This is an optimization exercise on Yosys and OpenROAD, whose aim is small area, a short achievable clock period and few clock cycles per item, not a production implementation. Only simulation tests tie the RTL to the original design; equivalence was not proved. No activity file was given, so power comes from the tool's default toggle rates.

// cache
module cache (
    input logic clk,
    input logic rst,
    input  logic [ 31:0] ufp_addr,
    input  logic [  3:0] ufp_rmask,
    input  logic [  3:0] ufp_wmask,
    output logic [255:0] ufp_rdata,
    input  logic [ 31:0] ufp_wdata,
    output logic         ufp_resp,
    output logic [ 31:0] dfp_addr,
    output logic         dfp_read,
    output logic         dfp_write,
    input  logic [255:0] dfp_rdata,
    output logic [255:0] dfp_wdata,
    input  logic         dfp_resp,
    input  logic [ 31:0] dfp_raddr
);
For scale: about 10,000 cells after synthesis, about 4,700 flip-flops, roughly 910 I/O pins, roughly 180,000 sq um of cells after synthesis.
export LEC_CHECK = 0
export CAP_MARGIN = 25
export CELL_PAD_IN_SITES_DETAIL_PLACEMENT = 1
export CELL_PAD_IN_SITES_GLOBAL_PLACEMENT = 2
export CORE_MARGIN = 2
export CORE_UTILIZATION = 35
export SETUP_SLACK_MARGIN = 5
export SLEW_MARGIN = 25
export SYNTH_HIERARCHICAL = 1
export SYNTH_MEMORY_MAX_BITS = 65536
export TNS_END_PERCENT = 100
create_clock -name core_clock -period 12.0 [get_ports {clk}]
standard.sh (not shown) runs the stock make flow with config.mk's settings and CLKGATE_MAP_FILE= SYNTH_SCRIPT=/design/flow/synth_recipe.tcl, a recipe that flattens the netlist after the stock synthesis.
==> flow/flow/run.sh <==
#!/bin/bash
set -euo pipefail
cd "$(dirname "$0")/.."
groups=""
for i in $(seq 0 255); do
  groups+="-group_pins {dfp_rdata[$i] ufp_rdata[$i] dfp_wdata[$i]} "
done
bash standard.sh \
  SETUP_SLACK_MARGIN=6.5 \
  "BUFFER_PORTS_ARGS=-buffer_cell sky130_fd_sc_hd__buf_2" \
  "PLACE_PINS_ARGS=$groups" \
  finish > standard.log 2>&1
Testbench counts at the start, summed over its fixed seeds: cycles 83,163, requests 24,000.
Rerun with:
- CTS_CLUSTER_DIAMETER: default -> 80
- CTS_CLUSTER_SIZE: default -> 20
After rerunning: Power decreases by 14%. Hold slack is better by 6.3 ps. Worst setup slack gets worse by 28 ps. Non-clock buffer count falls by 19. Synthesized area stays the same. Fmax came out lower by 0.50%. Via count fell by 1.2%. Die area is unchanged.
Rerun with:
==> flow/run.sh (new file) <==
#!/bin/bash
# synth_recipe.tcl (not shown) runs the flow's synth.tcl, then flattens the netlist and writes it again
# the make line also repeats each setting of config.mk as NAME=value (left out here)
make -C /OpenROAD-flow-scripts/flow DESIGN_CONFIG=/design/flow/config.mk WORK_HOME=/design/flow/orfs CLKGATE_MAP_FILE= SYNTH_SCRIPT=/design/flow/synth_recipe.tcl finish
- CAP_MARGIN: 25 -> 40
- CTS_CLUSTER_DIAMETER: 80 -> default
- CTS_CLUSTER_SIZE: 20 -> default
- SLEW_MARGIN: 25 -> 40
removed: flow/flow/run.sh
removed: flow/standard.sh
=> The new run went through all stages and came out clean; flip-flop and latch count stays the same; first-iteration DRC count shrinks by 5.6%; setup slack degrades by 1300 ps; global-route usage hardly moves.

== old ==
Another version of the RTL of cache (not shown whole).
Size: about 11000 cells after synthesis, ~4900 flip-flops, ~190000 um2 of cells after synthesis.
clock: 12.0 ns
lec_check: 0
cap_margin: 25
cell_pad_in_sites_detail_placement: 1
cell_pad_in_sites_global_placement: 2
core_margin: 2
core_utilization: 35
cts_cluster_diameter: 80
cts_cluster_size: 20
setup_slack_margin: 5
slew_margin: 25
synth_hierarchical: 1
synth_memory_max_bits: 65536
tns_end_percent: 100
==> flow/flow/run.sh <==
#!/bin/bash
set -euo pipefail
cd "$(dirname "$0")/.."
groups=""
for i in $(seq 0 255); do
  groups+="-group_pins {dfp_rdata[$i] ufp_rdata[$i] dfp_wdata[$i]} "
done
bash standard.sh \
  SETUP_SLACK_MARGIN=6.6 \
  "BUFFER_PORTS_ARGS=-buffer_cell sky130_fd_sc_hd__buf_2" \
  "PLACE_PINS_ARGS=$groups" \
  finish > standard.log 2>&1
old finished all stages; the layout is clean.
Testbench counts of old, summed over its fixed seeds: cycles 83,163, requests 24,000.
--- input diff old..new ---
- a change of CTS_CLUSTER_SIZE from 20 to 24
- a change of CTS_CLUSTER_DIAMETER from 80 to 90
- a change of CORE_UTILIZATION from 35 to 55
==> run summary <==
Having completed the whole flow, new delivered a layout that passed the timing, design-rule and antenna checks. sel_q[10] as the timing endpoint of the critical path was reported by old, and ufp_rdata[99] by new. Looking at setup slack after layout, new sits 0.019 ns above old. In new relative to old, die span in x had gone down by more than 10%. [compare] base=old new=new: internal power summed over all cells decreased about 6%, shortest clock period the worst path allows after layout decreased 0.019 ns, hold slack decreased 0.011 ns, switching power as a share of total power decreased 0.40 points, clock power decreased about 20%. Changes observed in new relative to old: total inserted antenna cells moved up; post-CTS setup buffer count moved up; power share of the sequential group moved up. Diff old -> new | cell area | down by a few percent.

run a:
Another version of the RTL of cache (not shown whole).
Size in the first run: about 11000 cells after synthesis, about 4900 flip-flops, roughly 0.19 sq mm of cells after synthesis.
clock: 12.0 ns
lec_check: 0
cap_margin: 25
cell_pad_in_sites_detail_placement: 1
cell_pad_in_sites_global_placement: 2
core_margin: 2
core_utilization: 50
cts_cluster_diameter: 80
cts_cluster_size: 20
setup_slack_margin: 5
slew_margin: 25
synth_hierarchical: 1
synth_memory_max_bits: 65536
tns_end_percent: 100
Scripts as last shown in full above: flow/flow/run.sh
Run a completed end to end; final checks failed (antenna rules).
Testbench counts of run a, summed over its fixed seeds: cycles 83,163, requests 24,000.
Inputs modified between run a and run b:
- changing CTS_CLUSTER_DIAMETER from 80 to 90
- changing CTS_CLUSTER_SIZE from 20 to 24
- changing CORE_UTILIZATION from 50 to 55
Notes after the runs:
- Run b went all the way through synthesis, placement and routing and the layout is clean on timing, DRC and antenna.
- Arrival time at the worst endpoint, run a and run b, higher one = run b.
- Diff run a -> run b: post-synthesis to final-layout area growth -1.4 points, last weighted congestion value of the routability-driven placer has increased, final-layout clock buffer total down 84, number of cells after detailed placement decreased by about 3% relative to the old numbers.
- Number of cells on the critical path: higher on run a

==> afterwards: timing with drivers on the ports <==
The results above use ideal ports. As a check the final layouts listed here were re-extracted and re-timed, cells and wires unchanged.
Step 1 sets driving cells, clkbuf_16 on the clock port and buf_2 on the other inputs (assumed; they add their load-dependent delay and slew).
Step 2, shift: input delay + t, output delay - t, t = (earliest + latest rising clock arrival at the registers) / 2. This alone moves slack from input paths to output paths.
Three values: ideal ports, drivers, drivers and shift; two values: the first two.
run | t, ns | setup slack, ns | worst setup path after step 2 | latest minus earliest clock arrival (ns) | slew at the worst register clock pin (ns)
the first run of note 1 | 1.164 | 6.472 / 6.339 / 5.441 | input to register | 0.073 / 0.073 | 0.06 / 0.06
the second run of note 1 | 1.081 | 6.444 / 6.367 / 5.468 | input to register | 0.104 / 0.104 | 0.09 / 0.09
the third run of note 1 | 1.159 | 5.174 / 5.149 / 4.417 | input to register | 0.105 / 0.105 | 0.07 / 0.07
old | 1.112 | 6.568 / 6.455 / 5.569 | input to register | 0.097 / 0.096 | 0.10 / 0.10
new | 1.094 | 6.586 / 6.340 / 5.591 | input to register | 0.056 / 0.056 | 0.11 / 0.11
run a | 1.052 | 6.465 / 6.536 / 5.501 | input to register | 0.051 / 0.051 | 0.09 / 0.09
run b | 1.095 | 6.484 / 6.430 / 5.470 | input to register | 0.062 / 0.061 | 0.11 / 0.11
For the first run of note 1, which loses most, drivers alone change the setup slack by -0.133 ns; drivers and shift together by -1.031 ns.
